Background: an optimization exercise with open tools, aiming at small area and a short achievable clock period. Do not read the settings as production practice.
Function was checked by simulation only, so behaviour that the tests miss may differ from the original.
No activity file was given, so power comes from the tool's default toggle rates.

## flow/design.v (module list and top-level ports; edited modules follow where they fit)
// module FA: 10 lines
// module HA: 9 lines
// module PPG: 7 lines
// module NSP: 9 lines
// module NSN: 9 lines
// module NSNI: 9 lines
// module DEC: 21 lines
// module DECO: 9 lines
// module OLO: 8 lines
// module X2: 7 lines
// module ND2: 7 lines
// module ND2B: 7 lines
// module NR2: 7 lines
// module INV: 6 lines
// module OHI: 7 lines
// module RES7: 7 lines
// module MAC_R0: 182 lines
// module MAC_R1: 216 lines
// module MAC_R2: 224 lines
// module MAC_R3: 219 lines
// module MAC_R4: 218 lines
// module MAC_R5: 221 lines
// module MAC_R6: 221 lines
// module MAC_R7: 221 lines
// module PE_R0: 56 lines
// module PE_R1: 58 lines
// module PE_R2: 58 lines
// module PE_R3: 58 lines
// module PE_R4: 58 lines
// module PE_R5: 58 lines
// module PE_R6: 58 lines
// module PE_R7: 58 lines
// module SystolicArrayWS: 236 lines
module SystolicArrayWS #(
    parameter ARR_WIDTH  = 8,
    parameter ARR_HEIGHT = 8,
    parameter WORD_WIDTH = 8
) (
    input clk,
    input reset_n,
    input [1:0] control,
    input [WORD_WIDTH*ARR_WIDTH-1:0]  w_in_vec,
    input [WORD_WIDTH*ARR_HEIGHT-1:0] a_in_vec,
    output [WORD_WIDTH*4*ARR_WIDTH-1:0] ps_out_vec
);
  // ...
==> flow/flow/run.sh <==
#!/bin/bash
# Layout flow: the standard ORFS flow (standard.sh), with
#  - pin regions that follow the array's dataflow (io.tcl),
#  - timing repair aimed below the clock period (SETUP_SLACK_MARGIN),
#  - small port buffers (every port still gets one),
#  - other settings from settings.sh.
# Each tool's output stays in orfs/logs/; standard.sh's own output goes to standard.log.
set -euo pipefail
here=$(pwd)
source "$here/flow/settings.sh"
bash "$here/standard.sh" \
  IO_CONSTRAINTS="$here/flow/io.tcl" \
  SETUP_SLACK_MARGIN="$MARGIN" \
  BUFFER_PORTS_ARGS="-buffer_cell $PORT_BUF" \
  $EXTRA \
  finish > "$here/standard.log" 2>&1
==> flow/flow/io.tcl <==
# Pin regions that follow the array's dataflow: activations enter on the left
# (row 0 at the top), weights on the top (column 0 at the left), partial sums
# leave at the bottom (column 0 at the left), with control in the middle of
# the bottom edge, next to the output multiplexers it drives.
set block [ord::get_db_block]
set die [$block getDieArea]
set dbu [$block getDbUnitsPerMicron]
set w [expr {double([$die xMax] - [$die xMin]) / $dbu}]
set h [expr {double([$die yMax] - [$die yMin]) / $dbu}]
set m 4.0

proc seg {len n k m} {
  set step [expr {($len - 2 * $m) / $n}]
  set lo [expr {$m + $k * $step}]
  set hi [expr {$lo + $step}]
  return [list [format %.2f $lo] [format %.2f $hi]]
}

set span 450.0
set x0 [expr {($w - $span) / 2.0}]
set zeros {}
for {set c 0} {$c < 8} {incr c} {
  set pins {}
  for {set b 0} {$b < 19} {incr b} { lappend pins "ps_out_vec\[[expr {32 * $c + $b}]\]" }
  for {set b 19} {$b < 32} {incr b} { lappend zeros "ps_out_vec\[[expr {32 * $c + $b}]\]" }
  lassign [seg $span 8 $c 0] lo hi
  set lo [format %.2f [expr {$x0 + $lo}]]
  set hi [format %.2f [expr {$x0 + $hi}]]
  set_io_pin_constraint -pin_names $pins -region bottom:$lo-$hi
  lassign [seg $w 8 $c $m] lo hi

  set pins {}
  for {set b 0} {$b < 8} {incr b} { lappend pins "w_in_vec\[[expr {8 * $c + $b}]\]" }
  set_io_pin_constraint -pin_names $pins -region top:$lo-$hi
}
for {set r 0} {$r < 8} {incr r} {
  set pins {}
  for {set b 0} {$b < 8} {incr b} { lappend pins "a_in_vec\[[expr {8 * $r + $b}]\]" }
  # row 0 at the top of the left edge
  lassign [seg $h 8 [expr {7 - $r}] $m] lo hi
  set_io_pin_constraint -pin_names $pins -region left:$lo-$hi
}
# the outputs that are always 0 go on the right edge
set_io_pin_constraint -pin_names $zeros -region right:*
set mid [expr {$w / 2.0}]
set_io_pin_constraint -pin_names {control[0] control[1]} \
  -region bottom:[format %.2f [expr {$mid - 15}]]-[format %.2f [expr {$mid + 15}]]
==> flow/flow/settings.sh <==
MARGIN=5.75
PORT_BUF=sky130_fd_sc_hd__buf_2
EXTRA="CTS_CLUSTER_SIZE=30 CTS_CLUSTER_DIAMETER=100"
==> flow/standard.sh <==
#!/bin/bash
# synth_recipe.tcl (not shown) runs the flow's synth.tcl, then flattens the netlist and writes it again
# the make line also repeats each setting of config.mk as NAME=value (left out here)
make -C /OpenROAD-flow-scripts/flow DESIGN_CONFIG=/design/flow/config.mk WORK_HOME=/design/flow/orfs CLKGATE_MAP_FILE= SYNTH_SCRIPT=/design/flow/synth_recipe.tcl "${@:-finish}"
==> flow/config.mk <==
export PLATFORM = sky130hd
export DESIGN_NAME = SystolicArrayWS
export DESIGN_NICKNAME = SystolicArrayWS
export VERILOG_FILES = /design/flow/design.v
export SDC_FILE = /design/flow/constraint.sdc
export NUM_CORES = 8
export LEC_CHECK = 0
export CAP_MARGIN = 20
export CORE_MARGIN = 2
export CORE_UTILIZATION = 55
export SLEW_MARGIN = 20
export SYNTH_HIERARCHICAL = 1
export SYNTH_MINIMUM_KEEP_SIZE = 0
==> flow/constraint.sdc <==
create_clock -name core_clock -period 11.0 [get_ports {clk}]
set_input_delay 2.2000 -clock core_clock [delete_from_list [all_inputs] [get_ports {clk}]]
set_output_delay 2.2000 -clock core_clock [all_outputs]
set_load 0.01 [all_outputs]
==> metrics.yaml, run 1 <==
outcome: "complete, no violations"
synthCells: 14400
design.core.area_um2: 318000
crit_chain: "buf_16 -> inv_8 -> a21boi_4 -> buf_12 -> clkbuf_16 -> and2_1 -> buf_2"
n_all_buffers: 344
taps: 4180
fin_total_pwr_w: 0.0152
die_h_um: 569
powerDensity_nw_per_um2: 81.1
ir_drop_mv: 0.110
antenna_left: 0
cts_root_buf: "clkbuf_16"
finalCriticalPeriod_ns: 5.27
grt_overflow: 0
rsz0062_at_grt: "yes"
dp.final_hpwl_um: 315000
clock_latency_ns: 0.88
path_max_fanout: 7
swShare_pct: 25.3
cts_made_buffers: 138
clkSinkCount: 2361
mostFrequentLayoutCell: "nor2_1"
whs_path_depth: 1
reg2reg_from: "g_row7[7].pe_unit.wn_reg[1]"
layout_setup_ws_ns: 5.73
critPathKind: "in2out"
max_stage_delay_ns: 0.16
final_util_pct: 59.1
bufAreaShareNonClock_pct: 1.26
clk-power_w: 0.00615
multi_input_area_um2: 128000
max_clock_freq_ghz: 0.190
fin_nets: 19700
grt_max_degree: 205
seq_power_w: 0.00869
cts_tree: "done"
design.seq.count: 2361
worst_setup_path_end_kind: "primary output"
wirelength_um: 416000
area_growth_pct: 6.95
==> module RES7, before the edit <==
module RES7 (
    input  [9:0] s,
    input  [2:0] pc,
    output [9:0] y
);
assign y = s + (10'd1 & {10{pc[0]}}) + (10'd2 & {10{pc[1]}}) + (10'd64 & {10{pc[2]}});
endmodule
==> module PE_R1, before the edit <==
module PE_R1 #(
    parameter COL = 0
) (
    input clk,
    input ldv,    
    input cpv,    
    input nldv,
    input ncpv,
    input nld,    
    input ncp,    
    input  [7:0] a_in,    
    input  [7:0] w_in,    
    input  [15:0] ps_in,
    input  [0:0] pc_in,
    output [7:0] an_out,
    output [7:0] wn_out,
    output [2:0] pc_out,
    output [16:0] ps_out
);
reg [7:0] an_reg;
reg [7:0] wn_reg;
reg [16:0] ps_reg;
reg [2:0] pc_reg;
assign an_out = an_reg;
assign wn_out = wn_reg;
assign ps_out = ps_reg;
assign pc_out = pc_reg;
wire [7:0] an_next;
wire [7:0] wn_next;
wire [16:0] ps_sum;
wire [16:0] ps_next;
wire [2:0] pc_sum;
wire [2:0] pc_next;
MAC_R1 u_mac (.wn(wn_reg), .an(an_reg), .p(ps_in), .pc(pc_in), .yc(pc_sum), .y(ps_sum));
genvar i;
generate
    for (i = 0; i < 8; i = i + 1) begin : g_aw
        if (COL == 0) begin : g_a0
            NSNI u_nsa (.n1(ncp), .d(a_in[i]), .n2(nldv), .q(an_reg[i]), .y(an_next[i]));
        end else begin : g_a
            NSN u_nsa (.n1(ncpv), .d(a_in[i]), .n2(nldv), .q(an_reg[i]), .y(an_next[i]));
        end
        NSN u_nsw (.n1(nldv), .d(w_in[i]), .n2(ncpv), .q(wn_reg[i]), .y(wn_next[i]));
    end
    for (i = 0; i < 17; i = i + 1) begin : g_ps
        NSP u_nsp (.e1(cpv), .d(ps_sum[i]), .e2(ldv), .q(ps_reg[i]), .y(ps_next[i]));
    end
    for (i = 0; i < 3; i = i + 1) begin : g_pc
        NSP u_nsc (.e1(cpv), .d(pc_sum[i]), .e2(ldv), .q(pc_reg[i]), .y(pc_next[i]));
    end
endgenerate
always @(posedge clk) begin
    an_reg <= an_next;
    wn_reg <= wn_next;
    ps_reg <= ps_next;
    pc_reg <= pc_next;
end
endmodule
==> inputs of run 2 (changes only) <==
--- a/flow/design.v
+++ b/flow/design.v
@@ -97,4 +97,28 @@
 assign y = a ^ b;
 endmodule
+module OLF (
+    input  t1,
+    input  t2,
+    input  nv,
+    output y
+);
+assign y = ~((t1 & t2) | nv);
+endmodule
+module OH3 (
+    input  nld,
+    input  p,
+    input  v,
+    output y
+);
+assign y = nld & p & v;
+endmodule
+module DECO2 (
+    input  [1:0] control,
+    output ld,
+    output nld
+);
+assign ld  = ~control[1] & control[0];
+assign nld = control[1] | ~control[0];
+endmodule
 module ND2 (
     input  a,
@@ -132,9 +156,9 @@
 endmodule
 module RES7 (
-    input  [9:0] s,
-    input  [2:0] pc,
-    output [9:0] y
+    input  [8:0] s,
+    input  [1:0] pc,
+    output [8:0] y
 );
-assign y = s + (10'd1 & {10{pc[0]}}) + (10'd2 & {10{pc[1]}}) + (10'd64 & {10{pc[2]}});
+assign y = s + (9'd1 & {9{pc[0]}}) + (9'd32 & {9{pc[1]}});
 endmodule
 module MAC_R0 (
@@ -289,5 +313,6 @@
     wire s79, c80;
     FA u_s79 (.a(c64), .b(s77), .ci(c66), .s(s79), .co(c80));
-    FA u_s81 (.a(s79), .b(c68), .ci(c70), .s(y[9]), .co(yc[0]));
+    wire c82;
+    FA u_s81 (.a(s79), .b(c68), .ci(c70), .s(y[9]), .co(c82));
     wire s83, c84;
     FA u_s83 (.a(pp[31]), .b(pp[38]), .ci(pp[45]), .s(s83), .co(c84));
@@ -298,6 +323,5 @@
     wire s89, c90;
     FA u_s89 (.a(s85), .b(c78), .ci(s87), .s(s89), .co(c90));
-    wire c92;
-    HA u_s91 (.a(s89), .b(c80), .s(y[10]), .co(c92));
+    FA u_s91 (.a(s89), .b(c80), .ci(c82), .s(y[10]), .co(yc[0]));
     wire s93, c94;
     FA u_s93 (.a(pp[39]), .b(pp[46]), .ci(pp[53]), .s(s93), .co(c94));
@@ -307,5 +331,5 @@
     FA u_s97 (.a(c86), .b(s95), .ci(c88), .s(s97), .co(c98));
     wire c100;
-    FA u_s99 (.a(s97), .b(c90), .ci(c92), .s(y[11]), .co(c100));
+    HA u_s99 (.a(s97), .b(c90), .s(y[11]), .co(c100));
     wire s101, c102;
     FA u_s101 (.a(pp[47]), .b(pp[54]), .ci(pp[61]), .s(s101), .co(c102));
@@ -325,5 +349,5 @@
     input  [15:0] p,
     input  [0:0] pc,    
-    output [2:0] yc,   
+    output [1:0] yc,   
     output [16:0] y
 );
@@ -479,5 +503,6 @@
     wire s85, c86;
     FA u_s85 (.a(c68), .b(s83), .ci(c70), .s(s85), .co(c86));
-    HA u_s87 (.a(c72), .b(s85), .s(y[8]), .co(yc[0]));
+    wire c88;
+    HA u_s87 (.a(c72), .b(s85), .s(y[8]), .co(c88));
     wire s89, c90;
     FA u_s89 (.a(p[9]), .b(pp[23]), .ci(pp[30]), .s(s89), .co(c90));
@@ -492,47 +517,53 @@
     wire s99, c100;
     FA u_s99 (.a(c82), .b(s97), .ci(c84), .s(s99), .co(c100));
-    wire c102;
-    HA u_s101 (.a(s99), .b(c86), .s(y[9]), .co(c102));
+    FA u_s101 (.a(s99), .b(c86), .ci(c88), .s(y[9]), .co(yc[0]));
     wire s103, c104;
-    FA u_s103 (.a(p[10]), .b(pc[0]), .ci(pp[31]), .s(s103), .co(c104));
+    FA u_s103 (.a(p[10]), .b(pp[31]), .ci(pp[38]), .s(s103), .co(c104));
     wire s105, c106;
-    FA u_s105 (.a(pp[38]), .b(pp[45]), .ci(pp[52]), .s(s105), .co(c106));
+    FA u_s105 (.a(pp[45]), .b(pp[52]), .ci(pp[59]), .s(s105), .co(c106));
     wire s107, c108;
-    FA u_s107 (.a(pp[59]), .b(c90), .ci(c92), .s(s107), .co(c108));
+    FA u_s107 (.a(c90), .b(c92), .ci(s103), .s(s107), .co(c108));
     wire s109, c110;
-    FA u_s109 (.a(s103), .b(s105), .ci(c94), .s(s109), .co(c110));
+    FA u_s109 (.a(s105), .b(c94), .ci(s107), .s(s109), .co(c110));
     wire s111, c112;
-    FA u_s111 (.a(s107), .b(c96), .ci(s109), .s(s111), .co(c112));
-    wire s113, c114;
-    FA u_s113 (.a(c98), .b(s111), .ci(c100), .s(s113), .co(c114));
-    HA u_s115 (.a(s113), .b(c102), .s(y[10]), .co(yc[1]));
+    FA u_s111 (.a(c96), .b(s109), .ci(c98), .s(s111), .co(c112));
+    wire c114;
+    HA u_s113 (.a(s111), .b(c100), .s(y[10]), .co(c114));
+    wire s115, c116;
+    FA u_s115 (.a(p[11]), .b(pc[0]), .ci(pp[39]), .s(s115), .co(c116));
     wire s117, c118;
-    FA u_s117 (.a(p[11]), .b(pp[39]), .ci(pp[46]), .s(s117), .co(c118));
+    FA u_s117 (.a(pp[46]), .b(pp[53]), .ci(pp[60]), .s(s117), .co(c118));
     wire s119, c120;
-    FA u_s119 (.a(pp[53]), .b(pp[60]), .ci(c104), .s(s119), .co(c120));
+    FA u_s119 (.a(c104), .b(c106), .ci(s115), .s(s119), .co(c120));
     wire s121, c122;
-    FA u_s121 (.a(c106), .b(s117), .ci(s119), .s(s121), .co(c122));
+    FA u_s121 (.a(s117), .b(c108), .ci(s119), .s(s121), .co(c122));
     wire s123, c124;
-    FA u_s123 (.a(c108), .b(c110), .ci(s121), .s(s123), .co(c124));
+    FA u_s123 (.a(c110), .b(s121), .ci(c112), .s(s123), .co(c124));
     wire c126;
-    FA u_s125 (.a(c112), .b(s123), .ci(c114), .s(y[11]), .co(c126));
+    HA u_s125 (.a(c114), .b(s123), .s(y[11]), .co(c126));
     wire s127, c128;
     FA u_s127 (.a(p[12]), .b(pp[47]), .ci(pp[54]), .s(s127), .co(c128));
     wire s129, c130;
-    FA u_s129 (.a(pp[61]), .b(c118), .ci(s127), .s(s129), .co(c130));
+    FA u_s129 (.a(pp[61]), .b(c116), .ci(c118), .s(s129), .co(c130));
     wire s131, c132;
-    FA u_s131 (.a(c120), .b(s129), .ci(c122), .s(s131), .co(c132));
-    wire c134;
-    FA u_s133 (.a(s131), .b(c124), .ci(c126), .s(y[12]), .co(c134));
-    wire s135, c136;
-    FA u_s135 (.a(p[13]), .b(pp[55]), .ci(pp[62]), .s(s135), .co(c136));
+    FA u_s131 (.a(s127), .b(c120), .ci(s129), .s(s131), .co(c132));
+    wire s133, c134;
+    FA u_s133 (.a(c122), .b(s131), .ci(c124), .s(s133), .co(c134));
+    wire c136;
+    HA u_s135 (.a(c126), .b(s133), .s(y[12]), .co(c136));
     wire s137, c138;
-    FA u_s137 (.a(c128), .b(s135), .ci(c130), .s(s137), .co(c138));
-    FA u_s139 (.a(s137), .b(c132), .ci(c134), .s(y[13]), .co(yc[2]));
+    FA u_s137 (.a(p[13]), .b(pp[55]), .ci(pp[62]), .s(s137), .co(c138));
+    wire s139, c140;
+    FA u_s139 (.a(c128), .b(s137), .ci(c130), .s(s139), .co(c140));
     wire s141, c142;
-    FA u_s141 (.a(p[14]), .b(pp[63]), .ci(c136), .s(s141), .co(c142));
+    FA u_s141 (.a(s139), .b(c132), .ci(c134), .s(s141), .co(c142));
     wire c144;
-    HA u_s143 (.a(s141), .b(c138), .s(y[14]), .co(c144));
-    FA u_s145 (.a(p[15]), .b(c142), .ci(c144), .s(y[15]), .co(y[16]));
+    HA u_s143 (.a(c136), .b(s141), .s(y[13]), .co(c144));
+    wire s145, c146;
+    FA u_s145 (.a(p[14]), .b(pp[63]), .ci(c138), .s(s145), .co(c146));
+    wire s147, c148;
+    FA u_s147 (.a(s145), .b(c140), .ci(c142), .s(s147), .co(c148));
+    HA u_s149 (.a(c144), .b(s147), .s(y[14]), .co(yc[1]));
+    FA u_s151 (.a(p[15]), .b(c146), .ci(c148), .s(y[15]), .co(y[16]));
 endmodule
 module MAC_R2 (
@@ -540,6 +571,6 @@
     input  [7:0] an,    
     input  [16:0] p,
-    input  [2:0] pc,    
-    output [2:0] yc,   
+    input  [1:0] pc,    
+    output [1:0] yc,   
     output [17:0] y
 );
@@ -695,68 +726,63 @@
     wire s85, c86;
     FA u_s85 (.a(c68), .b(s83), .ci(c70), .s(s85), .co(c86));
-    HA u_s87 (.a(c72), .b(s85), .s(y[8]), .co(yc[0]));
+    wire c88;
+    HA u_s87 (.a(c72), .b(s85), .s(y[8]), .co(c88));
     wire s89, c90;
-    FA u_s89 (.a(p[9]), .b(pc[0]), .ci(pp[23]), .s(s89), .co(c90));
+    FA u_s89 (.a(p[9]), .b(pp[23]), .ci(pp[30]), .s(s89), .co(c90));
     wire s91, c92;
-    FA u_s91 (.a(pp[30]), .b(pp[37]), .ci(pp[44]), .s(s91), .co(c92));
+    FA u_s91 (.a(pp[37]), .b(pp[44]), .ci(pp[51]), .s(s91), .co(c92));
     wire s93, c94;
-    FA u_s93 (.a(pp[51]), .b(pp[58]), .ci(c74), .s(s93), .co(c94));
+    FA u_s93 (.a(pp[58]), .b(c74), .ci(c76), .s(s93), .co(c94));
     wire s95, c96;
-    FA u_s95 (.a(c76), .b(s89), .ci(s91), .s(s95), .co(c96));
+    FA u_s95 (.a(s89), .b(s91), .ci(c78), .s(s95), .co(c96));
     wire s97, c98;
-    FA u_s97 (.a(c78), .b(c80), .ci(s93), .s(s97), .co(c98));
+    FA u_s97 (.a(c80), .b(s93), .ci(s95), .s(s97), .co(c98));
     wire s99, c100;
-    FA u_s99 (.a(s95), .b(c82), .ci(s97), .s(s99), .co(c100));
-    FA u_s101 (.a(c84), .b(s99), .ci(c86), .s(y[9]), .co(yc[1]));
+    FA u_s99 (.a(c82), .b(s97), .ci(c84), .s(s99), .co(c100));
+    FA u_s101 (.a(s99), .b(c86), .ci(c88), .s(y[9]), .co(yc[0]));
     wire s103, c104;
-    FA u_s103 (.a(p[10]), .b(pp[31]), .ci(pp[38]), .s(s103), .co(c104));
+    FA u_s103 (.a(p[10]), .b(pc[0]), .ci(pp[31]), .s(s103), .co(c104));
     wire s105, c106;
-    FA u_s105 (.a(pp[45]), .b(pp[52]), .ci(pp[59]), .s(s105), .co(c106));
+    FA u_s105 (.a(pp[38]), .b(pp[45]), .ci(pp[52]), .s(s105), .co(c106));
     wire s107, c108;
-    FA u_s107 (.a(c90), .b(c92), .ci(s103), .s(s107), .co(c108));
+    FA u_s107 (.a(pp[59]), .b(c90), .ci(c92), .s(s107), .co(c108));
     wire s109, c110;
-    FA u_s109 (.a(s105), .b(c94), .ci(c96), .s(s109), .co(c110));
+    FA u_s109 (.a(s103), .b(s105), .ci(c94), .s(s109), .co(c110));
     wire s111, c112;
-    FA u_s111 (.a(s107), .b(c98), .ci(s109), .s(s111), .co(c112));
+    FA u_s111 (.a(s107), .b(c96), .ci(s109), .s(s111), .co(c112));
     wire c114;
-    HA u_s113 (.a(c100), .b(s111), .s(y[10]), .co(c114));
+    FA u_s113 (.a(c98), .b(s111), .ci(c100), .s(y[10]), .co(c114));
     wire s115, c116;
-    FA u_s115 (.a(p[11]), .b(pc[1]), .ci(pp[39]), .s(s115), .co(c116));
+    FA u_s115 (.a(p[11]), .b(pp[39]), .ci(pp[46]), .s(s115), .co(c116));
     wire s117, c118;
-    FA u_s117 (.a(pp[46]), .b(pp[53]), .ci(pp[60]), .s(s117), .co(c118));
+    FA u_s117 (.a(pp[53]), .b(pp[60]), .ci(c104), .s(s117), .co(c118));
     wire s119, c120;
-    FA u_s119 (.a(c104), .b(c106), .ci(s115), .s(s119), .co(c120));
+    FA u_s119 (.a(c106), .b(s115), .ci(s117), .s(s119), .co(c120));
     wire s121, c122;
-    FA u_s121 (.a(s117), .b(c108), .ci(s119), .s(s121), .co(c122));
-    wire s123, c124;
-    FA u_s123 (.a(c110), .b(s121), .ci(c112), .s(s123), .co(c124));
-    wire c126;
-    HA u_s125 (.a(c114), .b(s123), .s(y[11]), .co(c126));
+    FA u_s121 (.a(c108), .b(c110), .ci(s119), .s(s121), .co(c122));
+    wire c124;
+    FA u_s123 (.a(c112), .b(s121), .ci(c114), .s(y[11]), .co(c124));
+    wire s125, c126;
+    FA u_s125 (.a(p[12]), .b(pp[47]), .ci(pp[54]), .s(s125), .co(c126));
     wire s127, c128;
-    FA u_s127 (.a(p[12]), .b(pp[47]), .ci(pp[54]), .s(s127), .co(c128));
+    FA u_s127 (.a(pp[61]), .b(c116), .ci(s125), .s(s127), .co(c128));
     wire s129, c130;
-    FA u_s129 (.a(pp[61]), .b(c116), .ci(c118), .s(s129), .co(c130));
-    wire s131, c132;
-    FA u_s131 (.a(s127), .b(c120), .ci(s129), .s(s131), .co(c132));
+    FA u_s129 (.a(c118), .b(s127), .ci(c120), .s(s129), .co(c130));
+    wire c132;
+    FA u_s131 (.a(s129), .b(c122), .ci(c124), .s(y[12]), .co(c132));
     wire s133, c134;
-    FA u_s133 (.a(c122), .b(s131), .ci(c124), .s(s133), .co(c134));
-    wire c136;
-    HA u_s135 (.a(c126), .b(s133), .s(y[12]), .co(c136));
-    wire s137, c138;
-    FA u_s137 (.a(p[13]), .b(pp[55]), .ci(pp[62]), .s(s137), .co(c138));
+    FA u_s133 (.a(p[13]), .b(pp[55]), .ci(pp[62]), .s(s133), .co(c134));
+    wire s135, c136;
+    FA u_s135 (.a(c126), .b(s133), .ci(c128), .s(s135), .co(c136));
+    FA u_s137 (.a(s135), .b(c130), .ci(c132), .s(y[13]), .co(yc[1]));
     wire s139, c140;
-    FA u_s139 (.a(c128), .b(s137), .ci(c130), .s(s139), .co(c140));
-    wire s141, c142;
-    FA u_s141 (.a(s139), .b(c132), .ci(c134), .s(s141), .co(c142));
-    wire c144;
-    HA u_s143 (.a(c136), .b(s141), .s(y[13]), .co(c144));
-    wire s145, c146;
-    FA u_s145 (.a(p[14]), .b(pc[2]), .ci(pp[63]), .s(s145), .co(c146));
-    wire s147, c148;
-    FA u_s147 (.a(c138), .b(s145), .ci(c140), .s(s147), .co(c148));
-    FA u_s149 (.a(s147), .b(c142), .ci(c144), .s(y[14]), .co(yc[2]));
-    wire c152;
-    FA u_s151 (.a(p[15]), .b(c146), .ci(c148), .s(y[15]), .co(c152));
-    HA u_s153 (.a(p[16]), .b(c152), .s(y[16]), .co(y[17]));
+    FA u_s139 (.a(p[14]), .b(pp[63]), .ci(c134), .s(s139), .co(c140));
+    wire c142;
+    HA u_s141 (.a(s139), .b(c136), .s(y[14]), .co(c142));
+    wire s143, c144;
+    FA u_s143 (.a(p[15]), .b(pc[1]), .ci(c140), .s(s143), .co(c144));
+    wire c146;
+    HA u_s145 (.a(s143), .b(c142), .s(y[15]), .co(c146));
+    FA u_s147 (.a(p[16]), .b(c144), .ci(c146), .s(y[16]), .co(y[17]));
 endmodule
 module MAC_R3 (
@@ -764,6 +790,6 @@
     input  [7:0] an,    
     input  [17:0] p,
-    input  [2:0] pc,    
-    output [2:0] yc,   
+    input  [1:0] pc,    
+    output [1:0] yc,   
     output [17:0] y
 );
@@ -919,20 +945,21 @@
     wire s85, c86;
     FA u_s85 (.a(c68), .b(s83), .ci(c70), .s(s85), .co(c86));
-    HA u_s87 (.a(c72), .b(s85), .s(y[8]), .co(yc[0]));
+    wire c88;
+    HA u_s87 (.a(c72), .b(s85), .s(y[8]), .co(c88));
     wire s89, c90;
-    FA u_s89 (.a(p[9]), .b(pc[0]), .ci(pp[23]), .s(s89), .co(c90));
+    FA u_s89 (.a(p[9]), .b(pp[23]), .ci(pp[30]), .s(s89), .co(c90));
     wire s91, c92;
-    FA u_s91 (.a(pp[30]), .b(pp[37]), .ci(pp[44]), .s(s91), .co(c92));
+    FA u_s91 (.a(pp[37]), .b(pp[44]), .ci(pp[51]), .s(s91), .co(c92));
     wire s93, c94;
-    FA u_s93 (.a(pp[51]), .b(pp[58]), .ci(c74), .s(s93), .co(c94));
+    FA u_s93 (.a(pp[58]), .b(c74), .ci(c76), .s(s93), .co(c94));
     wire s95, c96;
-    FA u_s95 (.a(c76), .b(s89), .ci(s91), .s(s95), .co(c96));
+    FA u_s95 (.a(s89), .b(s91), .ci(c78), .s(s95), .co(c96));
     wire s97, c98;
-    FA u_s97 (.a(c78), .b(c80), .ci(s93), .s(s97), .co(c98));
+    FA u_s97 (.a(c80), .b(s93), .ci(s95), .s(s97), .co(c98));
     wire s99, c100;
-    FA u_s99 (.a(s95), .b(c82), .ci(s97), .s(s99), .co(c100));
-    FA u_s101 (.a(c84), .b(s99), .ci(c86), .s(y[9]), .co(yc[1]));
+    FA u_s99 (.a(c82), .b(s97), .ci(c84), .s(s99), .co(c100));
+    FA u_s101 (.a(s99), .b(c86), .ci(c88), .s(y[9]), .co(yc[0]));
     wire s103, c104;
-    FA u_s103 (.a(p[10]), .b(pc[1]), .ci(pp[31]), .s(s103), .co(c104));
+    FA u_s103 (.a(p[10]), .b(pc[0]), .ci(pp[31]), .s(s103), .co(c104));
     wire s105, c106;
     FA u_s105 (.a(pp[38]), .b(pp[45]), .ci(pp[52]), .s(s105), .co(c106));
@@ -950,7 +977,7 @@
     FA u_s117 (.a(pp[53]), .b(pp[60]), .ci(c104), .s(s117), .co(c118));
     wire s119, c120;
-    FA u_s119 (.a(c106), .b(s115), .ci(c108), .s(s119), .co(c120));
+    FA u_s119 (.a(c106), .b(s115), .ci(s117), .s(s119), .co(c120));
     wire s121, c122;
-    FA u_s121 (.a(s117), .b(c110), .ci(s119), .s(s121), .co(c122));
+    FA u_s121 (.a(c108), .b(c110), .ci(s119), .s(s121), .co(c122));
     wire c124;
     FA u_s123 (.a(c112), .b(s121), .ci(c114), .s(y[11]), .co(c124));
@@ -962,5 +989,5 @@
     FA u_s129 (.a(c118), .b(s127), .ci(c120), .s(s129), .co(c130));
     wire c132;
-    FA u_s131 (.a(c122), .b(s129), .ci(c124), .s(y[12]), .co(c132));
+    FA u_s131 (.a(s129), .b(c122), .ci(c124), .s(y[12]), .co(c132));
     wire s133, c134;
     FA u_s133 (.a(p[13]), .b(pp[55]), .ci(pp[62]), .s(s133), .co(c134));
@@ -970,12 +997,14 @@
     FA u_s137 (.a(s135), .b(c130), .ci(c132), .s(y[13]), .co(c138));
     wire s139, c140;
-    FA u_s139 (.a(p[14]), .b(pp[63]), .ci(c134), .s(s139), .co(c140));
-    FA u_s141 (.a(s139), .b(c136), .ci(c138), .s(y[14]), .co(yc[2]));
-    wire c144;
-    FA u_s143 (.a(p[15]), .b(pc[2]), .ci(c140), .s(y[15]), .co(c144));
+    FA u_s139 (.a(p[14]), .b(pc[1]), .ci(pp[63]), .s(s139), .co(c140));
+    wire s141, c142;
+    FA u_s141 (.a(c134), .b(s139), .ci(c136), .s(s141), .co(c142));
+    HA u_s143 (.a(s141), .b(c138), .s(y[14]), .co(yc[1]));
     wire c146;
-    HA u_s145 (.a(p[16]), .b(c144), .s(y[16]), .co(c146));
+    FA u_s145 (.a(p[15]), .b(c140), .ci(c142), .s(y[15]), .co(c146));
     wire c148;
-    HA u_s147 (.a(p[17]), .b(c146), .s(y[17]), .co(c148));
+    HA u_s147 (.a(p[16]), .b(c146), .s(y[16]), .co(c148));
+    wire c150;
+    HA u_s149 (.a(p[17]), .b(c148), .s(y[17]), .co(c150));
 endmodule
 module MAC_R4 (
@@ -983,6 +1012,6 @@
     input  [7:0] an,    
     input  [17:0] p,
-    input  [2:0] pc,    
-    output [2:0] yc,   
+    input  [1:0] pc,    
+    output [1:0] yc,   
     output [18:0] y
 );
@@ -1138,20 +1167,21 @@
     wire s85, c86;
     FA u_s85 (.a(c68), .b(s83), .ci(c70), .s(s85), .co(c86));
-    HA u_s87 (.a(c72), .b(s85), .s(y[8]), .co(yc[0]));
+    wire c88;
+    HA u_s87 (.a(c72), .b(s85), .s(y[8]), .co(c88));
     wire s89, c90;
-    FA u_s89 (.a(p[9]), .b(pc[0]), .ci(pp[23]), .s(s89), .co(c90));
+    FA u_s89 (.a(p[9]), .b(pp[23]), .ci(pp[30]), .s(s89), .co(c90));
     wire s91, c92;
-    FA u_s91 (.a(pp[30]), .b(pp[37]), .ci(pp[44]), .s(s91), .co(c92));
+    FA u_s91 (.a(pp[37]), .b(pp[44]), .ci(pp[51]), .s(s91), .co(c92));
     wire s93, c94;
-    FA u_s93 (.a(pp[51]), .b(pp[58]), .ci(c74), .s(s93), .co(c94));
+    FA u_s93 (.a(pp[58]), .b(c74), .ci(c76), .s(s93), .co(c94));
     wire s95, c96;
-    FA u_s95 (.a(c76), .b(s89), .ci(s91), .s(s95), .co(c96));
+    FA u_s95 (.a(s89), .b(s91), .ci(c78), .s(s95), .co(c96));
     wire s97, c98;
-    FA u_s97 (.a(c78), .b(c80), .ci(s93), .s(s97), .co(c98));
+    FA u_s97 (.a(c80), .b(s93), .ci(s95), .s(s97), .co(c98));
     wire s99, c100;
-    FA u_s99 (.a(s95), .b(c82), .ci(s97), .s(s99), .co(c100));
-    FA u_s101 (.a(c84), .b(s99), .ci(c86), .s(y[9]), .co(yc[1]));
+    FA u_s99 (.a(c82), .b(s97), .ci(c84), .s(s99), .co(c100));
+    FA u_s101 (.a(s99), .b(c86), .ci(c88), .s(y[9]), .co(yc[0]));
     wire s103, c104;
-    FA u_s103 (.a(p[10]), .b(pc[1]), .ci(pp[31]), .s(s103), .co(c104));
+    FA u_s103 (.a(p[10]), .b(pc[0]), .ci(pp[31]), .s(s103), .co(c104));
     wire s105, c106;
     FA u_s105 (.a(pp[38]), .b(pp[45]), .ci(pp[52]), .s(s105), .co(c106));
@@ -1169,7 +1199,7 @@
     FA u_s117 (.a(pp[53]), .b(pp[60]), .ci(c104), .s(s117), .co(c118));
     wire s119, c120;
-    FA u_s119 (.a(c106), .b(s115), .ci(c108), .s(s119), .co(c120));
+    FA u_s119 (.a(c106), .b(s115), .ci(s117), .s(s119), .co(c120));
     wire s121, c122;
-    FA u_s121 (.a(s117), .b(c110), .ci(s119), .s(s121), .co(c122));
+    FA u_s121 (.a(c108), .b(c110), .ci(s119), .s(s121), .co(c122));
     wire c124;
     FA u_s123 (.a(c112), .b(s121), .ci(c114), .s(y[11]), .co(c124));
@@ -1181,19 +1211,21 @@
     FA u_s129 (.a(c118), .b(s127), .ci(c120), .s(s129), .co(c130));
     wire c132;
-    FA u_s131 (.a(c122), .b(s129), .ci(c124), .s(y[12]), .co(c132));
+    FA u_s131 (.a(s129), .b(c122), .ci(c124), .s(y[12]), .co(c132));
     wire s133, c134;
     FA u_s133 (.a(p[13]), .b(pp[55]), .ci(pp[62]), .s(s133), .co(c134));
     wire s135, c136;
     FA u_s135 (.a(c126), .b(s133), .ci(c128), .s(s135), .co(c136));
-    wire c138;
-    FA u_s137 (.a(s135), .b(c130), .ci(c132), .s(y[13]), .co(c138));
+    FA u_s137 (.a(s135), .b(c130), .ci(c132), .s(y[13]), .co(yc[1]));
     wire s139, c140;
     FA u_s139 (.a(p[14]), .b(pp[63]), .ci(c134), .s(s139), .co(c140));
-    FA u_s141 (.a(s139), .b(c136), .ci(c138), .s(y[14]), .co(yc[2]));
-    wire c144;
-    FA u_s143 (.a(p[15]), .b(pc[2]), .ci(c140), .s(y[15]), .co(c144));
+    wire c142;
+    HA u_s141 (.a(s139), .b(c136), .s(y[14]), .co(c142));
+    wire s143, c144;
+    FA u_s143 (.a(p[15]), .b(pc[1]), .ci(c140), .s(s143), .co(c144));
     wire c146;
-    HA u_s145 (.a(p[16]), .b(c144), .s(y[16]), .co(c146));
-    HA u_s147 (.a(p[17]), .b(c146), .s(y[17]), .co(y[18]));
+    HA u_s145 (.a(s143), .b(c142), .s(y[15]), .co(c146));
+    wire c148;
+    FA u_s147 (.a(p[16]), .b(c144), .ci(c146), .s(y[16]), .co(c148));
+    HA u_s149 (.a(p[17]), .b(c148), .s(y[17]), .co(y[18]));
 endmodule
 module MAC_R5 (
@@ -1201,6 +1233,6 @@
     input  [7:0] an,    
     input  [18:0] p,
-    input  [2:0] pc,    
-    output [2:0] yc,   
+    input  [1:0] pc,    
+    output [1:0] yc,   
     output [18:0] y
 );
@@ -1356,20 +1388,21 @@
     wire s85, c86;
     FA u_s85 (.a(c68), .b(s83), .ci(c70), .s(s85), .co(c86));
-    HA u_s87 (.a(c72), .b(s85), .s(y[8]), .co(yc[0]));
+    wire c88;
+    HA u_s87 (.a(c72), .b(s85), .s(y[8]), .co(c88));
     wire s89, c90;
-    FA u_s89 (.a(p[9]), .b(pc[0]), .ci(pp[23]), .s(s89), .co(c90));
+    FA u_s89 (.a(p[9]), .b(pp[23]), .ci(pp[30]), .s(s89), .co(c90));
     wire s91, c92;
-    FA u_s91 (.a(pp[30]), .b(pp[37]), .ci(pp[44]), .s(s91), .co(c92));
+    FA u_s91 (.a(pp[37]), .b(pp[44]), .ci(pp[51]), .s(s91), .co(c92));
     wire s93, c94;
-    FA u_s93 (.a(pp[51]), .b(pp[58]), .ci(c74), .s(s93), .co(c94));
+    FA u_s93 (.a(pp[58]), .b(c74), .ci(c76), .s(s93), .co(c94));
     wire s95, c96;
-    FA u_s95 (.a(c76), .b(s89), .ci(s91), .s(s95), .co(c96));
+    FA u_s95 (.a(s89), .b(s91), .ci(c78), .s(s95), .co(c96));
     wire s97, c98;
-    FA u_s97 (.a(c78), .b(c80), .ci(s93), .s(s97), .co(c98));
+    FA u_s97 (.a(c80), .b(s93), .ci(s95), .s(s97), .co(c98));
     wire s99, c100;
-    FA u_s99 (.a(s95), .b(c82), .ci(s97), .s(s99), .co(c100));
-    FA u_s101 (.a(c84), .b(s99), .ci(c86), .s(y[9]), .co(yc[1]));
+    FA u_s99 (.a(c82), .b(s97), .ci(c84), .s(s99), .co(c100));
+    FA u_s101 (.a(s99), .b(c86), .ci(c88), .s(y[9]), .co(yc[0]));
     wire s103, c104;
-    FA u_s103 (.a(p[10]), .b(pc[1]), .ci(pp[31]), .s(s103), .co(c104));
+    FA u_s103 (.a(p[10]), .b(pc[0]), .ci(pp[31]), .s(s103), .co(c104));
     wire s105, c106;
     FA u_s105 (.a(pp[38]), .b(pp[45]), .ci(pp[52]), .s(s105), .co(c106));
@@ -1387,7 +1420,7 @@
     FA u_s117 (.a(pp[53]), .b(pp[60]), .ci(c104), .s(s117), .co(c118));
     wire s119, c120;
-    FA u_s119 (.a(c106), .b(s115), .ci(c108), .s(s119), .co(c120));
+    FA u_s119 (.a(c106), .b(s115), .ci(s117), .s(s119), .co(c120));
     wire s121, c122;
-    FA u_s121 (.a(s117), .b(c110), .ci(s119), .s(s121), .co(c122));
+    FA u_s121 (.a(c108), .b(c110), .ci(s119), .s(s121), .co(c122));
     wire c124;
     FA u_s123 (.a(c112), .b(s121), .ci(c114), .s(y[11]), .co(c124));
@@ -1399,5 +1432,5 @@
     FA u_s129 (.a(c118), .b(s127), .ci(c120), .s(s129), .co(c130));
     wire c132;
-    FA u_s131 (.a(c122), .b(s129), .ci(c124), .s(y[12]), .co(c132));
+    FA u_s131 (.a(s129), .b(c122), .ci(c124), .s(y[12]), .co(c132));
     wire s133, c134;
     FA u_s133 (.a(p[13]), .b(pp[55]), .ci(pp[62]), .s(s133), .co(c134));
@@ -1407,14 +1440,16 @@
     FA u_s137 (.a(s135), .b(c130), .ci(c132), .s(y[13]), .co(c138));
     wire s139, c140;
-    FA u_s139 (.a(p[14]), .b(pp[63]), .ci(c134), .s(s139), .co(c140));
-    FA u_s141 (.a(s139), .b(c136), .ci(c138), .s(y[14]), .co(yc[2]));
-    wire c144;
-    FA u_s143 (.a(p[15]), .b(pc[2]), .ci(c140), .s(y[15]), .co(c144));
+    FA u_s139 (.a(p[14]), .b(pc[1]), .ci(pp[63]), .s(s139), .co(c140));
+    wire s141, c142;
+    FA u_s141 (.a(c134), .b(s139), .ci(c136), .s(s141), .co(c142));
+    HA u_s143 (.a(s141), .b(c138), .s(y[14]), .co(yc[1]));
     wire c146;
-    HA u_s145 (.a(p[16]), .b(c144), .s(y[16]), .co(c146));
+    FA u_s145 (.a(p[15]), .b(c140), .ci(c142), .s(y[15]), .co(c146));
     wire c148;
-    HA u_s147 (.a(p[17]), .b(c146), .s(y[17]), .co(c148));
+    HA u_s147 (.a(p[16]), .b(c146), .s(y[16]), .co(c148));
     wire c150;
-    HA u_s149 (.a(p[18]), .b(c148), .s(y[18]), .co(c150));
+    HA u_s149 (.a(p[17]), .b(c148), .s(y[17]), .co(c150));
+    wire c152;
+    HA u_s151 (.a(p[18]), .b(c150), .s(y[18]), .co(c152));
 endmodule
 module MAC_R6 (
@@ -1422,6 +1457,6 @@
     input  [7:0] an,    
     input  [18:0] p,
-    input  [2:0] pc,    
-    output [2:0] yc,   
+    input  [1:0] pc,    
+    output [1:0] yc,   
     output [18:0] y
 );
@@ -1577,20 +1612,21 @@
     wire s85, c86;
     FA u_s85 (.a(c68), .b(s83), .ci(c70), .s(s85), .co(c86));
-    HA u_s87 (.a(c72), .b(s85), .s(y[8]), .co(yc[0]));
+    wire c88;
+    HA u_s87 (.a(c72), .b(s85), .s(y[8]), .co(c88));
     wire s89, c90;
-    FA u_s89 (.a(p[9]), .b(pc[0]), .ci(pp[23]), .s(s89), .co(c90));
+    FA u_s89 (.a(p[9]), .b(pp[23]), .ci(pp[30]), .s(s89), .co(c90));
     wire s91, c92;
-    FA u_s91 (.a(pp[30]), .b(pp[37]), .ci(pp[44]), .s(s91), .co(c92));
+    FA u_s91 (.a(pp[37]), .b(pp[44]), .ci(pp[51]), .s(s91), .co(c92));
     wire s93, c94;
-    FA u_s93 (.a(pp[51]), .b(pp[58]), .ci(c74), .s(s93), .co(c94));
+    FA u_s93 (.a(pp[58]), .b(c74), .ci(c76), .s(s93), .co(c94));
     wire s95, c96;
-    FA u_s95 (.a(c76), .b(s89), .ci(s91), .s(s95), .co(c96));
+    FA u_s95 (.a(s89), .b(s91), .ci(c78), .s(s95), .co(c96));
     wire s97, c98;
-    FA u_s97 (.a(c78), .b(c80), .ci(s93), .s(s97), .co(c98));
+    FA u_s97 (.a(c80), .b(s93), .ci(s95), .s(s97), .co(c98));
     wire s99, c100;
-    FA u_s99 (.a(s95), .b(c82), .ci(s97), .s(s99), .co(c100));
-    FA u_s101 (.a(c84), .b(s99), .ci(c86), .s(y[9]), .co(yc[1]));
+    FA u_s99 (.a(c82), .b(s97), .ci(c84), .s(s99), .co(c100));
+    FA u_s101 (.a(s99), .b(c86), .ci(c88), .s(y[9]), .co(yc[0]));
     wire s103, c104;
-    FA u_s103 (.a(p[10]), .b(pc[1]), .ci(pp[31]), .s(s103), .co(c104));
+    FA u_s103 (.a(p[10]), .b(pc[0]), .ci(pp[31]), .s(s103), .co(c104));
     wire s105, c106;
     FA u_s105 (.a(pp[38]), .b(pp[45]), .ci(pp[52]), .s(s105), .co(c106));
@@ -1608,7 +1644,7 @@
     FA u_s117 (.a(pp[53]), .b(pp[60]), .ci(c104), .s(s117), .co(c118));
     wire s119, c120;
-    FA u_s119 (.a(c106), .b(s115), .ci(c108), .s(s119), .co(c120));
+    FA u_s119 (.a(c106), .b(s115), .ci(s117), .s(s119), .co(c120));
     wire s121, c122;
-    FA u_s121 (.a(s117), .b(c110), .ci(s119), .s(s121), .co(c122));
+    FA u_s121 (.a(c108), .b(c110), .ci(s119), .s(s121), .co(c122));
     wire c124;
     FA u_s123 (.a(c112), .b(s121), .ci(c114), .s(y[11]), .co(c124));
@@ -1620,22 +1656,24 @@
     FA u_s129 (.a(c118), .b(s127), .ci(c120), .s(s129), .co(c130));
     wire c132;
-    FA u_s131 (.a(c122), .b(s129), .ci(c124), .s(y[12]), .co(c132));
+    FA u_s131 (.a(s129), .b(c122), .ci(c124), .s(y[12]), .co(c132));
     wire s133, c134;
     FA u_s133 (.a(p[13]), .b(pp[55]), .ci(pp[62]), .s(s133), .co(c134));
     wire s135, c136;
     FA u_s135 (.a(c126), .b(s133), .ci(c128), .s(s135), .co(c136));
-    wire c138;
-    FA u_s137 (.a(s135), .b(c130), .ci(c132), .s(y[13]), .co(c138));
+    FA u_s137 (.a(s135), .b(c130), .ci(c132), .s(y[13]), .co(yc[1]));
     wire s139, c140;
     FA u_s139 (.a(p[14]), .b(pp[63]), .ci(c134), .s(s139), .co(c140));
-    FA u_s141 (.a(s139), .b(c136), .ci(c138), .s(y[14]), .co(yc[2]));
-    wire c144;
-    FA u_s143 (.a(p[15]), .b(pc[2]), .ci(c140), .s(y[15]), .co(c144));
+    wire c142;
+    HA u_s141 (.a(s139), .b(c136), .s(y[14]), .co(c142));
+    wire s143, c144;
+    FA u_s143 (.a(p[15]), .b(pc[1]), .ci(c140), .s(s143), .co(c144));
     wire c146;
-    HA u_s145 (.a(p[16]), .b(c144), .s(y[16]), .co(c146));
+    HA u_s145 (.a(s143), .b(c142), .s(y[15]), .co(c146));
     wire c148;
-    HA u_s147 (.a(p[17]), .b(c146), .s(y[17]), .co(c148));
+    FA u_s147 (.a(p[16]), .b(c144), .ci(c146), .s(y[16]), .co(c148));
     wire c150;
-    HA u_s149 (.a(p[18]), .b(c148), .s(y[18]), .co(c150));
+    HA u_s149 (.a(p[17]), .b(c148), .s(y[17]), .co(c150));
+    wire c152;
+    HA u_s151 (.a(p[18]), .b(c150), .s(y[18]), .co(c152));
 endmodule
 module MAC_R7 (
@@ -1643,6 +1681,6 @@
     input  [7:0] an,    
     input  [18:0] p,
-    input  [2:0] pc,    
-    output [2:0] yc,   
+    input  [1:0] pc,    
+    output [1:0] yc,   
     output [18:0] y
 );
@@ -1798,20 +1836,21 @@
     wire s85, c86;
     FA u_s85 (.a(c68), .b(s83), .ci(c70), .s(s85), .co(c86));
-    HA u_s87 (.a(c72), .b(s85), .s(y[8]), .co(yc[0]));
+    wire c88;
+    HA u_s87 (.a(c72), .b(s85), .s(y[8]), .co(c88));
     wire s89, c90;
-    FA u_s89 (.a(p[9]), .b(pc[0]), .ci(pp[23]), .s(s89), .co(c90));
+    FA u_s89 (.a(p[9]), .b(pp[23]), .ci(pp[30]), .s(s89), .co(c90));
     wire s91, c92;
-    FA u_s91 (.a(pp[30]), .b(pp[37]), .ci(pp[44]), .s(s91), .co(c92));
+    FA u_s91 (.a(pp[37]), .b(pp[44]), .ci(pp[51]), .s(s91), .co(c92));
     wire s93, c94;
-    FA u_s93 (.a(pp[51]), .b(pp[58]), .ci(c74), .s(s93), .co(c94));
+    FA u_s93 (.a(pp[58]), .b(c74), .ci(c76), .s(s93), .co(c94));
     wire s95, c96;
-    FA u_s95 (.a(c76), .b(s89), .ci(s91), .s(s95), .co(c96));
+    FA u_s95 (.a(s89), .b(s91), .ci(c78), .s(s95), .co(c96));
     wire s97, c98;
-    FA u_s97 (.a(c78), .b(c80), .ci(s93), .s(s97), .co(c98));
+    FA u_s97 (.a(c80), .b(s93), .ci(s95), .s(s97), .co(c98));
     wire s99, c100;
-    FA u_s99 (.a(s95), .b(c82), .ci(s97), .s(s99), .co(c100));
-    FA u_s101 (.a(c84), .b(s99), .ci(c86), .s(y[9]), .co(yc[1]));
+    FA u_s99 (.a(c82), .b(s97), .ci(c84), .s(s99), .co(c100));
+    FA u_s101 (.a(s99), .b(c86), .ci(c88), .s(y[9]), .co(yc[0]));
     wire s103, c104;
-    FA u_s103 (.a(p[10]), .b(pc[1]), .ci(pp[31]), .s(s103), .co(c104));
+    FA u_s103 (.a(p[10]), .b(pc[0]), .ci(pp[31]), .s(s103), .co(c104));
     wire s105, c106;
     FA u_s105 (.a(pp[38]), .b(pp[45]), .ci(pp[52]), .s(s105), .co(c106));
@@ -1829,7 +1868,7 @@
     FA u_s117 (.a(pp[53]), .b(pp[60]), .ci(c104), .s(s117), .co(c118));
     wire s119, c120;
-    FA u_s119 (.a(c106), .b(s115), .ci(c108), .s(s119), .co(c120));
+    FA u_s119 (.a(c106), .b(s115), .ci(s117), .s(s119), .co(c120));
     wire s121, c122;
-    FA u_s121 (.a(s117), .b(c110), .ci(s119), .s(s121), .co(c122));
+    FA u_s121 (.a(c108), .b(c110), .ci(s119), .s(s121), .co(c122));
     wire c124;
     FA u_s123 (.a(c112), .b(s121), .ci(c114), .s(y[11]), .co(c124));
@@ -1841,5 +1880,5 @@
     FA u_s129 (.a(c118), .b(s127), .ci(c120), .s(s129), .co(c130));
     wire c132;
-    FA u_s131 (.a(c122), .b(s129), .ci(c124), .s(y[12]), .co(c132));
+    FA u_s131 (.a(s129), .b(c122), .ci(c124), .s(y[12]), .co(c132));
     wire s133, c134;
     FA u_s133 (.a(p[13]), .b(pp[55]), .ci(pp[62]), .s(s133), .co(c134));
@@ -1849,14 +1888,16 @@
     FA u_s137 (.a(s135), .b(c130), .ci(c132), .s(y[13]), .co(c138));
     wire s139, c140;
-    FA u_s139 (.a(p[14]), .b(pp[63]), .ci(c134), .s(s139), .co(c140));
-    FA u_s141 (.a(s139), .b(c136), .ci(c138), .s(y[14]), .co(yc[2]));
-    wire c144;
-    FA u_s143 (.a(p[15]), .b(pc[2]), .ci(c140), .s(y[15]), .co(c144));
+    FA u_s139 (.a(p[14]), .b(pc[1]), .ci(pp[63]), .s(s139), .co(c140));
+    wire s141, c142;
+    FA u_s141 (.a(c134), .b(s139), .ci(c136), .s(s141), .co(c142));
+    HA u_s143 (.a(s141), .b(c138), .s(y[14]), .co(yc[1]));
     wire c146;
-    HA u_s145 (.a(p[16]), .b(c144), .s(y[16]), .co(c146));
+    FA u_s145 (.a(p[15]), .b(c140), .ci(c142), .s(y[15]), .co(c146));
     wire c148;
-    HA u_s147 (.a(p[17]), .b(c146), .s(y[17]), .co(c148));
+    HA u_s147 (.a(p[16]), .b(c146), .s(y[16]), .co(c148));
     wire c150;
-    HA u_s149 (.a(p[18]), .b(c148), .s(y[18]), .co(c150));
+    HA u_s149 (.a(p[17]), .b(c148), .s(y[17]), .co(c150));
+    wire c152;
+    HA u_s151 (.a(p[18]), .b(c150), .s(y[18]), .co(c152));
 endmodule
 module PE_R0 #(
@@ -1932,5 +1973,5 @@
     output [7:0] an_out,
     output [7:0] wn_out,
-    output [2:0] pc_out,
+    output [1:0] pc_out,
     output [16:0] ps_out
 );
@@ -1938,5 +1979,5 @@
 reg [7:0] wn_reg;
 reg [16:0] ps_reg;
-reg [2:0] pc_reg;
+reg [1:0] pc_reg;
 assign an_out = an_reg;
 assign wn_out = wn_reg;
@@ -1947,6 +1988,6 @@
 wire [16:0] ps_sum;
 wire [16:0] ps_next;
-wire [2:0] pc_sum;
-wire [2:0] pc_next;
+wire [1:0] pc_sum;
+wire [1:0] pc_next;
 MAC_R1 u_mac (.wn(wn_reg), .an(an_reg), .p(ps_in), .pc(pc_in), .yc(pc_sum), .y(ps_sum));
 genvar i;
@@ -1963,5 +2004,5 @@
         NSP u_nsp (.e1(cpv), .d(ps_sum[i]), .e2(ldv), .q(ps_reg[i]), .y(ps_next[i]));
     end
-    for (i = 0; i < 3; i = i + 1) begin : g_pc
+    for (i = 0; i < 2; i = i + 1) begin : g_pc
         NSP u_nsc (.e1(cpv), .d(pc_sum[i]), .e2(ldv), .q(pc_reg[i]), .y(pc_next[i]));
     end
@@ -1987,8 +2028,8 @@
     input  [7:0] w_in,    
     input  [16:0] ps_in,
-    input  [2:0] pc_in,
+    input  [1:0] pc_in,
     output [7:0] an_out,
     output [7:0] wn_out,
-    output [2:0] pc_out,
+    output [1:0] pc_out,
     output [17:0] ps_out
 );
@@ -1996,5 +2037,5 @@
 reg [7:0] wn_reg;
 reg [17:0] ps_reg;
-reg [2:0] pc_reg;
+reg [1:0] pc_reg;
 assign an_out = an_reg;
 assign wn_out = wn_reg;
@@ -2005,6 +2046,6 @@
 wire [17:0] ps_sum;
 wire [17:0] ps_next;
-wire [2:0] pc_sum;
-wire [2:0] pc_next;
+wire [1:0] pc_sum;
+wire [1:0] pc_next;
 MAC_R2 u_mac (.wn(wn_reg), .an(an_reg), .p(ps_in), .pc(pc_in), .yc(pc_sum), .y(ps_sum));
 genvar i;
@@ -2021,5 +2062,5 @@
         NSP u_nsp (.e1(cpv), .d(ps_sum[i]), .e2(ldv), .q(ps_reg[i]), .y(ps_next[i]));
     end
-    for (i = 0; i < 3; i = i + 1) begin : g_pc
+    for (i = 0; i < 2; i = i + 1) begin : g_pc
         NSP u_nsc (.e1(cpv), .d(pc_sum[i]), .e2(ldv), .q(pc_reg[i]), .y(pc_next[i]));
     end
@@ -2045,8 +2086,8 @@
     input  [7:0] w_in,    
     input  [17:0] ps_in,
-    input  [2:0] pc_in,
+    input  [1:0] pc_in,
     output [7:0] an_out,
     output [7:0] wn_out,
-    output [2:0] pc_out,
+    output [1:0] pc_out,
     output [17:0] ps_out
 );
@@ -2054,5 +2095,5 @@
 reg [7:0] wn_reg;
 reg [17:0] ps_reg;
-reg [2:0] pc_reg;
+reg [1:0] pc_reg;
 assign an_out = an_reg;
 assign wn_out = wn_reg;
@@ -2063,6 +2104,6 @@
 wire [17:0] ps_sum;
 wire [17:0] ps_next;
-wire [2:0] pc_sum;
-wire [2:0] pc_next;
+wire [1:0] pc_sum;
+wire [1:0] pc_next;
 MAC_R3 u_mac (.wn(wn_reg), .an(an_reg), .p(ps_in), .pc(pc_in), .yc(pc_sum), .y(ps_sum));
 genvar i;
@@ -2079,5 +2120,5 @@
         NSP u_nsp (.e1(cpv), .d(ps_sum[i]), .e2(ldv), .q(ps_reg[i]), .y(ps_next[i]));
     end
-    for (i = 0; i < 3; i = i + 1) begin : g_pc
+    for (i = 0; i < 2; i = i + 1) begin : g_pc
         NSP u_nsc (.e1(cpv), .d(pc_sum[i]), .e2(ldv), .q(pc_reg[i]), .y(pc_next[i]));
     end
@@ -2103,8 +2144,8 @@
     input  [7:0] w_in,    
     input  [17:0] ps_in,
-    input  [2:0] pc_in,
+    input  [1:0] pc_in,
     output [7:0] an_out,
     output [7:0] wn_out,
-    output [2:0] pc_out,
+    output [1:0] pc_out,
     output [18:0] ps_out
 );
@@ -2112,5 +2153,5 @@
 reg [7:0] wn_reg;
 reg [18:0] ps_reg;
-reg [2:0] pc_reg;
+reg [1:0] pc_reg;
 assign an_out = an_reg;
 assign wn_out = wn_reg;
@@ -2121,6 +2162,6 @@
 wire [18:0] ps_sum;
 wire [18:0] ps_next;
-wire [2:0] pc_sum;
-wire [2:0] pc_next;
+wire [1:0] pc_sum;
+wire [1:0] pc_next;
 MAC_R4 u_mac (.wn(wn_reg), .an(an_reg), .p(ps_in), .pc(pc_in), .yc(pc_sum), .y(ps_sum));
 genvar i;
@@ -2137,5 +2178,5 @@
         NSP u_nsp (.e1(cpv), .d(ps_sum[i]), .e2(ldv), .q(ps_reg[i]), .y(ps_next[i]));
     end
-    for (i = 0; i < 3; i = i + 1) begin : g_pc
+    for (i = 0; i < 2; i = i + 1) begin : g_pc
         NSP u_nsc (.e1(cpv), .d(pc_sum[i]), .e2(ldv), .q(pc_reg[i]), .y(pc_next[i]));
     end
@@ -2161,8 +2202,8 @@
     input  [7:0] w_in,    
     input  [18:0] ps_in,
-    input  [2:0] pc_in,
+    input  [1:0] pc_in,
     output [7:0] an_out,
     output [7:0] wn_out,
-    output [2:0] pc_out,
+    output [1:0] pc_out,
     output [18:0] ps_out
 );
@@ -2170,5 +2211,5 @@
 reg [7:0] wn_reg;
 reg [18:0] ps_reg;
-reg [2:0] pc_reg;
+reg [1:0] pc_reg;
 assign an_out = an_reg;
 assign wn_out = wn_reg;
@@ -2179,6 +2220,6 @@
 wire [18:0] ps_sum;
 wire [18:0] ps_next;
-wire [2:0] pc_sum;
-wire [2:0] pc_next;
+wire [1:0] pc_sum;
+wire [1:0] pc_next;
 MAC_R5 u_mac (.wn(wn_reg), .an(an_reg), .p(ps_in), .pc(pc_in), .yc(pc_sum), .y(ps_sum));
 genvar i;
@@ -2195,5 +2236,5 @@
         NSP u_nsp (.e1(cpv), .d(ps_sum[i]), .e2(ldv), .q(ps_reg[i]), .y(ps_next[i]));
     end
-    for (i = 0; i < 3; i = i + 1) begin : g_pc
+    for (i = 0; i < 2; i = i + 1) begin : g_pc
         NSP u_nsc (.e1(cpv), .d(pc_sum[i]), .e2(ldv), .q(pc_reg[i]), .y(pc_next[i]));
     end
@@ -2219,8 +2260,8 @@
     input  [7:0] w_in,    
     input  [18:0] ps_in,
-    input  [2:0] pc_in,
+    input  [1:0] pc_in,
     output [7:0] an_out,
     output [7:0] wn_out,
-    output [2:0] pc_out,
+    output [1:0] pc_out,
     output [18:0] ps_out
 );
@@ -2228,5 +2269,5 @@
 reg [7:0] wn_reg;
 reg [18:0] ps_reg;
-reg [2:0] pc_reg;
+reg [1:0] pc_reg;
 assign an_out = an_reg;
 assign wn_out = wn_reg;
@@ -2237,6 +2278,6 @@
 wire [18:0] ps_sum;
 wire [18:0] ps_next;
-wire [2:0] pc_sum;
-wire [2:0] pc_next;
+wire [1:0] pc_sum;
+wire [1:0] pc_next;
 MAC_R6 u_mac (.wn(wn_reg), .an(an_reg), .p(ps_in), .pc(pc_in), .yc(pc_sum), .y(ps_sum));
 genvar i;
@@ -2253,5 +2294,5 @@
         NSP u_nsp (.e1(cpv), .d(ps_sum[i]), .e2(ldv), .q(ps_reg[i]), .y(ps_next[i]));
     end
-    for (i = 0; i < 3; i = i + 1) begin : g_pc
+    for (i = 0; i < 2; i = i + 1) begin : g_pc
         NSP u_nsc (.e1(cpv), .d(pc_sum[i]), .e2(ldv), .q(pc_reg[i]), .y(pc_next[i]));
     end
@@ -2277,8 +2318,8 @@
     input  [7:0] w_in,    
     input  [18:0] ps_in,
-    input  [2:0] pc_in,
+    input  [1:0] pc_in,
     output [7:0] an_out,
     output [7:0] wn_out,
-    output [2:0] pc_out,
+    output [1:0] pc_out,
     output [18:0] ps_out
 );
@@ -2286,5 +2327,5 @@
 reg [7:0] wn_reg;
 reg [18:0] ps_reg;
-reg [2:0] pc_reg;
+reg [1:0] pc_reg;
 assign an_out = an_reg;
 assign wn_out = wn_reg;
@@ -2295,6 +2336,6 @@
 wire [18:0] ps_sum;
 wire [18:0] ps_next;
-wire [2:0] pc_sum;
-wire [2:0] pc_next;
+wire [1:0] pc_sum;
+wire [1:0] pc_next;
 MAC_R7 u_mac (.wn(wn_reg), .an(an_reg), .p(ps_in), .pc(pc_in), .yc(pc_sum), .y(ps_sum));
 genvar i;
@@ -2311,5 +2352,5 @@
         NSP u_nsp (.e1(cpv), .d(ps_sum[i]), .e2(ldv), .q(ps_reg[i]), .y(ps_next[i]));
     end
-    for (i = 0; i < 3; i = i + 1) begin : g_pc
+    for (i = 0; i < 2; i = i + 1) begin : g_pc
         NSP u_nsc (.e1(cpv), .d(pc_sum[i]), .e2(ldv), .q(pc_reg[i]), .y(pc_next[i]));
     end
@@ -2356,23 +2397,25 @@
 wire [7:0] an_1 [0:8];
 wire [16:0] ps_1 [0:7];
-wire [2:0] pc_1 [0:7];
+wire [1:0] pc_1 [0:7];
 wire [7:0] an_2 [0:8];
 wire [17:0] ps_2 [0:7];
-wire [2:0] pc_2 [0:7];
+wire [1:0] pc_2 [0:7];
 wire [7:0] an_3 [0:8];
 wire [17:0] ps_3 [0:7];
-wire [2:0] pc_3 [0:7];
+wire [1:0] pc_3 [0:7];
 wire [7:0] an_4 [0:8];
 wire [18:0] ps_4 [0:7];
-wire [2:0] pc_4 [0:7];
+wire [1:0] pc_4 [0:7];
 wire [7:0] an_5 [0:8];
 wire [18:0] ps_5 [0:7];
-wire [2:0] pc_5 [0:7];
+wire [1:0] pc_5 [0:7];
 wire [7:0] an_6 [0:8];
 wire [18:0] ps_6 [0:7];
-wire [2:0] pc_6 [0:7];
+wire [1:0] pc_6 [0:7];
 wire [7:0] an_7 [0:8];
 wire [18:0] ps_7 [0:7];
-wire [2:0] pc_7 [0:7];
+wire [1:0] pc_7 [0:7];
+wire nvalid;
+INV u_nv (.a(valid), .y(nvalid));
 genvar c;
 generate
@@ -2541,7 +2584,7 @@
         wire sw, sp;
         wire [18:0] p7;
-        assign p7[8:0] = ps_7[c][8:0];
-        RES7 u_res (.s(ps_7[c][18:9]), .pc(pc_7[c]), .y(p7[18:9]));
-        DECO u_deco (.control(control), .valid(valid), .sw(sw), .sp(sp));
+        assign p7[9:0] = ps_7[c][9:0];
+        RES7 u_res (.s(ps_7[c][18:10]), .pc(pc_7[c]), .y(p7[18:10]));
+        DECO2 u_deco (.control(control), .ld(sw), .nld(sp));
         genvar b;
         for (b = 0; b < 8; b = b + 1) begin : g_lo
@@ -2549,8 +2592,8 @@
             ND2B u_t1 (.a_n(wn_8[c][b]), .b(sw), .y(t1));
             ND2 u_t2 (.a(sp), .b(p7[b]), .y(t2));
-            ND2 u_o (.a(t1), .b(t2), .y(ps_out_vec[c*32+b]));
+            OLF u_o (.t1(t1), .t2(t2), .nv(nvalid), .y(ps_out_vec[c*32+b]));
         end
         for (b = 8; b < 19; b = b + 1) begin : g_hi
-            OHI u_o (.nld(sp), .p(p7[b]), .y(ps_out_vec[c*32+b]));
+            OH3 u_o (.nld(sp), .p(p7[b]), .v(valid), .y(ps_out_vec[c*32+b]));
         end
         assign ps_out_vec[c*32+31:c*32+19] = 13'd0;
==> metrics.yaml, run 2 <==
outcome: "complete, no violations"  # unchanged
gp_congestion: 0.855  # was 0.862
synthCells: 14200  # was 14400
drv_slew: 0  # unchanged
cts_root_buf: "clkbuf_16"  # unchanged
mostFrequentLayoutCell: "nor2_1"  # unchanged
drive_gt1_share_pct: 4.84  # was 4.21%
critPathKind: "in2out"  # unchanged
dieWidth_um: 567  # was 569 µm
die-area_um2: 321000  # was 324000 µm²
max_stage_delay_ns: 0.23  # was 0.16 ns
grt_pass1_vias: 131000  # was 130000
grt_overflow: 0  # unchanged
holdWs_ns: 0.487  # was 0.484 ns
max_clock_freq_ghz: 0.191  # was 0.190 GHz
antenna_left: 0  # unchanged
cts_tree: "done"  # unchanged
viasPerCell: 6.00  # was 5.97
first_pass_iters: 5  # unchanged
fin_nets: 19500  # was 19700
worst_pin_slew_ns: 1.46  # was 1.24 ns
powerDensity_nw_per_um2: 81.0  # was 81.1 nW/µm²
initial_utilization_pct: 55.3  # about the same
grt.total_usage_pct: 26.2  # was 26.4%
design.core.area_um2: 315000  # was 318000 µm²
hold_path_class: "reg2reg"  # unchanged
swShare_pct: 25.6  # was 25.3%
area_growth_pct: 7.06  # was 6.95%
finalClockSkew_ns: 0.0372  # was 0.0376 ns
portBuffers: 283  # unchanged
clkSinkCount: 2305  # was 2361
grt_max_degree: 200  # was 205
synthesis.area_um2: 174000  # was 176000 µm²
setup_violations: 0  # unchanged
path_max_fanout: 17  # was 7
pin_count: 388  # unchanged
clk_pin_slew_ns: 0.10  # was 0.09 ns
rsz0062_at_grt: "no"  # was yes
die_h_um: 567  # was 569 µm
wirelength_um: 413000  # was 416000 µm
dp.final_hpwl_um: 310000  # was 315000 µm
seqPwrFrac_pct: 56.2  # was 57.0%
crit_chain: "buf_16 -> nor2b_4 -> nand2b_1 -> a21oi_2 -> buf_2"  # was buf_16 -> inv_8 -> a21boi_4 -> buf_12 -> clkbuf_16 -> and2_1 -> buf_2
cts_made_buffers: 139  # was 138
finalCriticalPeriod_ns: 5.22  # was 5.27 ns
clock_latency_ns: 0.89  # was 0.88 ns
ir_drop_mv: 0.125  # was 0.110 mV
worst_setup_path_end_kind: "primary output"  # unchanged
critPathArrivalTime_ns: 3.02  # was 3.07 ns
==> run 2: cell count changes in the layout (fill, tap and decap cells not counted), moves of 23 or more <==
cell / change
and3_1: +96
dfxtp_1: -95
nand2_1: -76
and2_1: -71
a21oi_2: +64
a22o_1: -56
dfxtp_2: +39
ha_1: +24
inv_1: -23
==> run 2: final timing paths <==
path                       depth (start not counted)  slack (ns)                           end                         start
max                                                5        5.78               ps_out_vec[229]                    control[1]
min                                                1        0.49  g_row2[6].pe_unit.ps_reg[17]  g_row2[6].pe_unit.ps_reg[17]
max reg2reg                                       12        5.90  g_row3[0].pe_unit.ps_reg[14]   g_row3[0].pe_unit.an_reg[2]
min reg2reg                                        1        0.49  g_row2[6].pe_unit.ps_reg[17]  g_row2[6].pe_unit.ps_reg[17]
max in group asynchronous                          1        9.59                         valid                       reset_n
min in group asynchronous                          1        1.19                         valid                       reset_n
==> run 2: per-layer routing <==
metal | track usage (%) | wire (µm) | vias to the layer above
li1 | - | - | 49400
met1 | 32.2 | 159000 | 61500
met2 | 49.6 | 232000 | 2392
met3 | 1.80 | 11600 | 684
met4 | 7.04 | 11100 | 0
met5 | 0 | 0 | -
==> run 2: metrics by stage <==
step                util, %  setup WS, ns  total power, W  area (µm²)  std cells
floorplan                 -        -11.91         0.00891      174000      14300
detailed placement     57.4          5.13         0.00905      181000      18700
global placement       57.4          5.25         0.00904      181000      18700
global route           59.2          5.74          0.0156      186000      19000
finish                 59.2          5.78          0.0151      186000      19000
CTS                    59.1          5.75          0.0153      186000      19000
==> run 2: critical path: cells and delay by family <==
| family | cells | cell delay (ns) |
|---|---|---|
| and+or+nand+nor | 2 | 0.34 |
| buffers and inverters | 2 | 0.31 |
| AOI/OAI and AO/OA | 1 | 0.15 |
==> run 2: layout make-up <==
class | instances | area [µm²]
clock buffer | 155 | 3710
fill | 26000 | 129000
multi-input combinational | 11800 | 127000
sequential | 2305 | 46200
clock inverter | 89 | 1310
inverter | 129 | 485
tap | 4160 | 5200
antenna | 4 | 10.0
timing repair buffer | 334 | 2150
==> run 2: power groups by stage <==
stage	sequential [W]	combinational, W	clock [W]
finish	0.00848	0.000396	0.00622
global route	0.00850	0.000436	0.00669
CTS	0.00848	0.000388	0.00642
detailed placement	0.00868	0.000377	0
global placement	0.00867	0.000365	0
floorplan	0.00863	0.000282	0
==> run 2: what timing repair did <==
action | 4_1_cts | 5_1_grt
hold buffers | 0 | 0
setup endpoints to repair | 152 | 87
resized for setup | 41 | 41
buffers inserted | 0 | 5
pin swaps | 0 | 3
cloned | 3 | 13

-- separate check: timing with driven ports --
Ports are ideal in the flow. The routed layouts listed here were re-timed in OpenROAD. Step 1: set_driving_cell puts a clkbuf_16 on clk and a buf_2 on each other input, an assumption about the parent block. Step 2 times the ports against the registers' clock, not the clock port: input delays grow and output delays shrink by t, the midpoint of the rising clock arrivals with the driver on. Slacks: no drivers / after step 1 / after step 2; pairs: no drivers / after step 1.
| run | t, ns | setup WS [ns] | slew at the worst register clock pin (ns) | cell pins on the clock port's net |
|---|---|---|---|---|
| run 1 | 0.957 | 5.734 / 5.599 / 5.599 | 0.12 / 0.12 | 1 |
| run 2 | 0.974 | 5.776 / 5.626 / 5.453 | 0.11 / 0.11 | 1 |
After both steps every run listed still meets setup and hold. For run 2, which loses most, drivers alone change the setup slack by -0.150 ns; drivers and shift together by -0.323 ns.
